This design comes from an exercise in tuning for small area and a short achievable clock period on the open sky130 flow, not from production work.
Where RTL was checked, it was by simulation tests only, not by an equivalence proof against the original.
No activity file was given, so power comes from the tool's default toggle rates.

Design CPU, start of the top module:
module CPU (
    input wire clk,
    input wire rst_n,
    input wire [8-1:0] int_flag,
    output wire [16-1:0] inst_addr,
    input  wire [16-1:0] inst_data,
    output wire [16-1:0] mem_addr,
    output wire [16-1:0] mem_wd,
    input  wire [16-1:0] mem_rd,
    output wire            mem_ctrl
);
    reg [15:0] pc;
    reg [15:0] id_inst;
    reg        id_valid, id_inc;    
    reg [15:0] ex_a, ex_b;      
    reg [ 7:0] ex_imm;          
    reg [ 2:0] ex_rd;
    reg [ 2:0] ex_op;           
    reg [ 1:0] ex_rwsel;        
    reg        ex_we;           
    reg        ex_mem;          
    reg        ex_sub;          
    reg        ex_mul;          
    reg        ex_csrw;         
    reg        ex_jal, ex_jr;
    reg        ex_beq, ex_ble;
    reg [15:0] rf [1:7];
    reg [ 7:1] rf_v;
    reg [31:0] cycle;
    reg [15:0] mtvec, mcause, mepc, mie, mstatus, mscratch;
    reg        s_write, s_mret;    
    reg        i_entry, i_ret;     
    reg        int_en;
    reg        gie_q;
    wire        sub     = ex_sub;
    wire [15:0] bb      = ex_b ^ {16{sub}};    
    wire [15:0] sum     = ex_a + bb + {15'b0, sub};
    wire [ 5:0] addr_lo = {1'b0, ex_a[4:0]} + {1'b0, ex_imm[4:0]};
    wire [10:0] addr_h1 = ex_a[15:5] + 1'b1;
    wire [15:0] addr    = {addr_lo[5] ? addr_h1 : ex_a[15:5], addr_lo[4:0]};
    wire [15:0] prod    = ex_a * ex_b;
    wire        shr     = ex_op[0];
    reg  [15:0] sh_in, srl_o;
    integer n;
    always @(*) for (n = 0; n < 16; n = n + 1) sh_in[n] = shr ? ex_a[15-n] : ex_a[n];
    wire [15:0] sh_o    = (|ex_b[15:4]) ? 16'b0 : (sh_in << ex_b[3:0]);
    always @(*) for (n = 0; n < 16; n = n + 1) srl_o[n] = sh_o[15-n];
    wire [15:0] sll_o   = sh_o;
    reg [15:0] alu;
    always @(*) begin
        case (ex_op)
            3'b000, 3'b001: alu = sum;
            3'b010: alu = sum;      
            3'b011: alu = ex_a & bb;
            3'b100:  alu = ex_a | bb;
            3'b101: alu = ex_a ^ bb;
            3'b110: alu = sll_o;
            default: alu = srl_o;
        endcase
    end
    wire eq = &(ex_a ^ bb);    
  ...
For scale: roughly 2700 cells after synthesis, roughly 340 flip-flops, ~91 I/O pins, about 24000 sq um of cells after synthesis.
clock: 10.5 ns
lec_check: 0
cap_margin: 20
core_margin: 2
core_utilization: 55
setup_slack_margin: 5
slew_margin: 20
standard.sh (not shown) runs the stock make flow with config.mk's settings and CLKGATE_MAP_FILE= SYNTH_SCRIPT=/design/flow/synth_recipe.tcl, a recipe that flattens the netlist after the stock synthesis.
==> flow/flow/run.sh <==
#!/bin/bash
# Standard ORFS layout, with two changes to how it is made:
#  - synthesis leaves adders to ABC instead of mapping them onto the library's
#    full/half-adder cells (which are slow in sky130hd);
#  - ports are buffered with plain buffers instead of delay buffers.
set -euo pipefail
bash standard.sh ADDER_MAP_FILE= "BUFFER_PORTS_ARGS=-buffer_cell sky130_fd_sc_hd__buf_2" finish > flow_standard.log 2>&1
Change:
==> flow/flow/run.sh (replaced) <==
#!/bin/bash
set -euo pipefail
bash standard.sh ADDER_MAP_FILE= "BUFFER_PORTS_ARGS=-buffer_cell sky130_fd_sc_hd__buf_2" SETUP_SLACK_MARGIN=6 finish > flow_standard.log 2>&1
Settings changed: ABC_AREA set to 1, SETUP_SLACK_MARGIN 5 to unset.
Result: Combinational power falls by 15%; first-iteration DRC count rises by 1.2%; critical path depth rises by 6; wire length rises by 2.9%.
Change:
==> flow/flow/run.sh (replaced) <==
#!/bin/bash
# Standard ORFS layout, with two changes to how it is made:
#  - synthesis leaves adders to ABC instead of mapping them onto the library's
#    full/half-adder cells (which are slow in sky130hd);
#  - ports are buffered with plain buffers instead of delay buffers.
set -euo pipefail
bash standard.sh ADDER_MAP_FILE= "BUFFER_PORTS_ARGS=-buffer_cell sky130_fd_sc_hd__buf_2" finish > flow_standard.log 2>&1
Settings changed: CORE_UTILIZATION 55 to 70, SETUP_SLACK_MARGIN set to 5.
What happened:
- The changed run passed the timing, design-rule and antenna checks
- count of clock-buffer cells in the layout grows by 4
- total power grows slightly
- final cell count shrinks by a few percent
- design area shrinks by a few percent
- clock power barely changes
- global-route usage grows by 10 points
- critical path depth stays the same
- setup slack gets worse by 260 ps
Change:
Settings changed: CORE_UTILIZATION 70 to 55, CTS_CLUSTER_DIAMETER set to 60, CTS_CLUSTER_SIZE set to 30.
Outcome: The new run completed without violations. Non-clock buffer count decreases by 1. Clock-buffer cell count decreases by 17. Setup slack improved by 200 ps. Flip-flop and latch count is unchanged. Final area stays flat. Cell count increases by about 3%. Area after synthesis does not change. Total power decreases by about 5%. Routed wire length decreases by 4.4%. Die area increases by 27%.


== quartz ==
CPU, a different RTL version from the one above (not shown whole).
Size in the first run: about 3500 cells after synthesis, about 340 flip-flops, about 91 I/O pins, ~24000 um^2 of cells after synthesis.
export LEC_CHECK = 0
export ABC_AREA = 1
export CAP_MARGIN = 20
export CORE_MARGIN = 2
export CORE_UTILIZATION = 55
export CTS_CLUSTER_DIAMETER = 60
export CTS_CLUSTER_SIZE = 30
export SETUP_SLACK_MARGIN = 5
export SLEW_MARGIN = 20
create_clock -name core_clock -period 10.5 [get_ports {clk}]
==> flow/flow/run.sh <==
#!/bin/bash
# Standard ORFS layout, with two changes to how it is made:
#  - synthesis leaves adders to ABC instead of mapping them onto the library's
#    full/half-adder cells (which are slow in sky130hd);
#  - ports are buffered with plain buffers instead of delay buffers.
set -euo pipefail
bash standard.sh ADDER_MAP_FILE= "BUFFER_PORTS_ARGS=-buffer_cell sky130_fd_sc_hd__buf_2" finish > flow_standard.log 2>&1
--- input diff quartz..xenon ---
# quartz
export LEC_CHECK = 0
export ABC_AREA = 1
export CAP_MARGIN = 20
export CORE_MARGIN = 2
export CORE_UTILIZATION = 55
export CTS_CLUSTER_DIAMETER = 60
export CTS_CLUSTER_SIZE = 30
export SETUP_SLACK_MARGIN = 5
export SLEW_MARGIN = 20
create_clock -name core_clock -period 10.5 [get_ports {clk}]
# xenon
export LEC_CHECK = 0
export ABC_AREA = 1
export CAP_MARGIN = 20
export CORE_MARGIN = 2
export CORE_UTILIZATION = 55
export CTS_BUF_LIST = sky130_fd_sc_hd__clkbuf_8
export SETUP_SLACK_MARGIN = 5
export SLEW_MARGIN = 20
create_clock -name core_clock -period 10.5 [get_ports {clk}]
xenon — portion of total power attributed to the clock network 1.1 points higher, quartz as reference
Fmax delta (xenon -> quartz): insignificant
[xenon vs quartz] total power: higher in xenon
Inputs modified between xenon and juniper:
# xenon
export LEC_CHECK = 0
export ABC_AREA = 1
export CAP_MARGIN = 20
export CORE_MARGIN = 2
export CORE_UTILIZATION = 55
export CTS_BUF_LIST = sky130_fd_sc_hd__clkbuf_8
export SETUP_SLACK_MARGIN = 5
export SLEW_MARGIN = 20
create_clock -name core_clock -period 10.5 [get_ports {clk}]
# juniper
export LEC_CHECK = 0
export ABC_AREA = 1
export CAP_MARGIN = 20
export CORE_MARGIN = 2
export CORE_UTILIZATION = 55
export SETUP_SLACK_MARGIN = 5
export SLEW_MARGIN = 20
create_clock -name core_clock -period 10.5 [get_ports {clk}]
Results
juniper completed every stage of the flow, and the final layout passed the timing, design-rule and antenna checks.
Per the comparison of juniper with xenon, final instance area about even, clock group power rose about 10%, detailed-route via count shows no meaningful change, total power +0.14 mW, power share of the sequential group decreased 1.9 points.
Here is what was changed in the inputs of amber compared with juniper.
# juniper
export LEC_CHECK = 0
export ABC_AREA = 1
export CAP_MARGIN = 20
export CORE_MARGIN = 2
export CORE_UTILIZATION = 55
export SETUP_SLACK_MARGIN = 5
export SLEW_MARGIN = 20
create_clock -name core_clock -period 10.5 [get_ports {clk}]
# amber
export LEC_CHECK = 0
export ABC_AREA = 1
export CAP_MARGIN = 20
export CORE_MARGIN = 2
export CORE_UTILIZATION = 70
export SETUP_SLACK_MARGIN = 5
export SLEW_MARGIN = 20
create_clock -name core_clock -period 10.5 [get_ports {clk}]
## What came out
Comparing juniper against amber, there is no change at all in cell count after synthesis. amber vs juniper: reported net switching power up by a few percent. Looking only at number of antenna violations at the first check in global routing, and setting everything else aside, the lower value of juniper and amber goes to juniper. The utilization after layout of amber exceeds that of juniper by 15 points. amber finished end to end and its layout was clean on timing, DRC and antenna. Going from juniper to amber, final-layout fill cell count fell 1470; wire length of the first global-routing pass went up about 3%; hold slack picked up an extra 0.011 ns. Looking at capturing element of the worst setup path, the mem_addr[15] result is from amber; the mem_addr[14] one comes from juniper.


P:
CPU, a different RTL version from the one above (not shown whole).
Size in the first run: ~3,600 cells after synthesis, roughly 24,000 um^2 of cells after synthesis.
// CPU
module CPU (
    input wire clk,
    input wire rst_n,
    input wire [8-1:0] int_flag,
    output wire [16-1:0] inst_addr,
    input  wire [16-1:0] inst_data,
    output wire [16-1:0] mem_addr,
    output wire [16-1:0] mem_wd,
    input  wire [16-1:0] mem_rd,
    output wire            mem_ctrl
);
==> flow/config.mk <==
export PLATFORM = sky130hd
export DESIGN_NAME = CPU
export DESIGN_NICKNAME = CPU
export VERILOG_FILES = /design/flow/design.v
export SDC_FILE = /design/flow/constraint.sdc
export NUM_CORES = 4
export LEC_CHECK = 0
export ABC_AREA = 1
export CAP_MARGIN = 20
export CORE_MARGIN = 2
export CORE_UTILIZATION = 40
export SLEW_MARGIN = 20
==> flow/constraint.sdc <==
create_clock -name core_clock -period 10.5 [get_ports {clk}]
set_input_delay 2.1000 -clock core_clock [delete_from_list [all_inputs] [get_ports {clk}]]
set_output_delay 2.1000 -clock core_clock [all_outputs]
set_load 0.01 [all_outputs]
==> flow/flow/run.sh <==
#!/bin/bash
set -euo pipefail
bash standard.sh ADDER_MAP_FILE= SETUP_SLACK_MARGIN=6.5 finish > flow_standard.log 2>&1
P completed end to end with timing, DRC and antenna clean.
--- input diff P..Q ---
# P
export LEC_CHECK = 0
export ABC_AREA = 1
export CAP_MARGIN = 20
export CORE_MARGIN = 2
export CORE_UTILIZATION = 40
export SLEW_MARGIN = 20
create_clock -name core_clock -period 10.5 [get_ports {clk}]
# Q
export LEC_CHECK = 0
export ABC_AREA = 1
export CAP_MARGIN = 20
export CORE_MARGIN = 2
export CORE_UTILIZATION = 55
export SETUP_SLACK_MARGIN = 5
export SLEW_MARGIN = 20
create_clock -name core_clock -period 10.5 [get_ports {clk}]
==> flow/flow/run.sh <==
#!/bin/bash
# Standard ORFS layout, with two changes to how it is made:
#  - synthesis leaves adders to ABC instead of mapping them onto the library's
#    full/half-adder cells (which are slow in sky130hd);
#  - ports are buffered with plain buffers instead of delay buffers.
set -euo pipefail
bash standard.sh ADDER_MAP_FILE= "BUFFER_PORTS_ARGS=-buffer_cell sky130_fd_sc_hd__buf_2" finish > flow_standard.log 2>&1
Results
Core utilization, Q and P, lower one = P. The lower met1 track utilization from global routing of Q and P is in P. Compared with P, Q shows post-route fraction of the period consumed by the critical path higher by 2.4 points. After synthesis and placement, the instance count of Q is below that of P. On power: between Q and P, it ends up higher for P. Summary of Q over P: total internal power now smaller; die span in x now smaller. The higher number of filler instances in the final layout came out of P. P → Q: register cell area after layout went down, global-route usage went up.
The inputs of R differ from those of Q as listed below.
# Q
export LEC_CHECK = 0
export ABC_AREA = 1
export CAP_MARGIN = 20
export CORE_MARGIN = 2
export CORE_UTILIZATION = 55
export SETUP_SLACK_MARGIN = 5
export SLEW_MARGIN = 20
create_clock -name core_clock -period 10.5 [get_ports {clk}]
# R
export LEC_CHECK = 0
export ABC_AREA = 1
export CAP_MARGIN = 20
export CORE_MARGIN = 2
export CORE_UTILIZATION = 40
export SETUP_SLACK_MARGIN = 5
export SLEW_MARGIN = 20
create_clock -name core_clock -period 10.5 [get_ports {clk}]
==> flow/flow/run.sh <==
#!/bin/bash
# Standard ORFS layout, but synthesis leaves adders to ABC instead of mapping
# them onto the library's full/half-adder cells (which are slow in sky130hd).
set -euo pipefail
cd "$(dirname "$0")/.."
bash standard.sh ADDER_MAP_FILE= finish > flow_standard.log 2>&1
### Flow results
- Final-layout clock buffer total went up by more than 10% going from Q to R.
- After synthesis and placement, the instance count of R is above that of Q.
- Compare Q and R | layout-stage area growth over the synthesis result lower: Q
Function was not checked in any run of this note: the RTL went through the layout flow alone.

## port drivers added, routing unchanged
No port has a modelled driver above. Below, the same layouts with a new extraction and two added sets of constraints. Step 1: set_driving_cell puts a clkbuf_16 on clk and a buf_2 on each other input, an assumption about the parent block. Step 2 also shifts input and output timing later by t, the mid clock arrival at the registers, as if the neighbouring blocks saw the same clock. Slacks: ideal ports / drivers / drivers and shift; pairs: ideal ports / drivers.
run	t (ns)	setup WS [ns]	latest minus earliest clock arrival (ns)	worst slew at a driven data input, ns
the first run of note 1	0.617	5.066 / 5.000 / 5.173	0.033 / 0.033	0.04
the second run of note 1	0.625	5.177 / 5.116 / 5.741	0.027 / 0.026	0.05
the third run of note 1	0.639	4.922 / 4.863 / 5.299	0.030 / 0.030	0.04
the fourth run of note 1	0.667	5.124 / 5.062 / 5.382	0.034 / 0.034	0.04
quartz	0.658	5.147 / 5.089 / 5.351	0.039 / 0.040	0.04
xenon	0.722	5.138 / 5.085 / 5.169	0.036 / 0.037	0.04
juniper	0.619	5.128 / 5.067 / 5.385	0.025 / 0.025	0.04
amber	0.632	4.967 / 4.910 / 5.411	0.031 / 0.030	0.04
P	0.619	5.421 / 5.361 / 5.980	0.032 / 0.032	0.04
Q	0.627	5.170 / 5.109 / 5.542	0.027 / 0.027	0.04
R	0.605	5.156 / 5.097 / 5.507	0.036 / 0.036	0.04
After both steps every run listed still meets setup and hold.
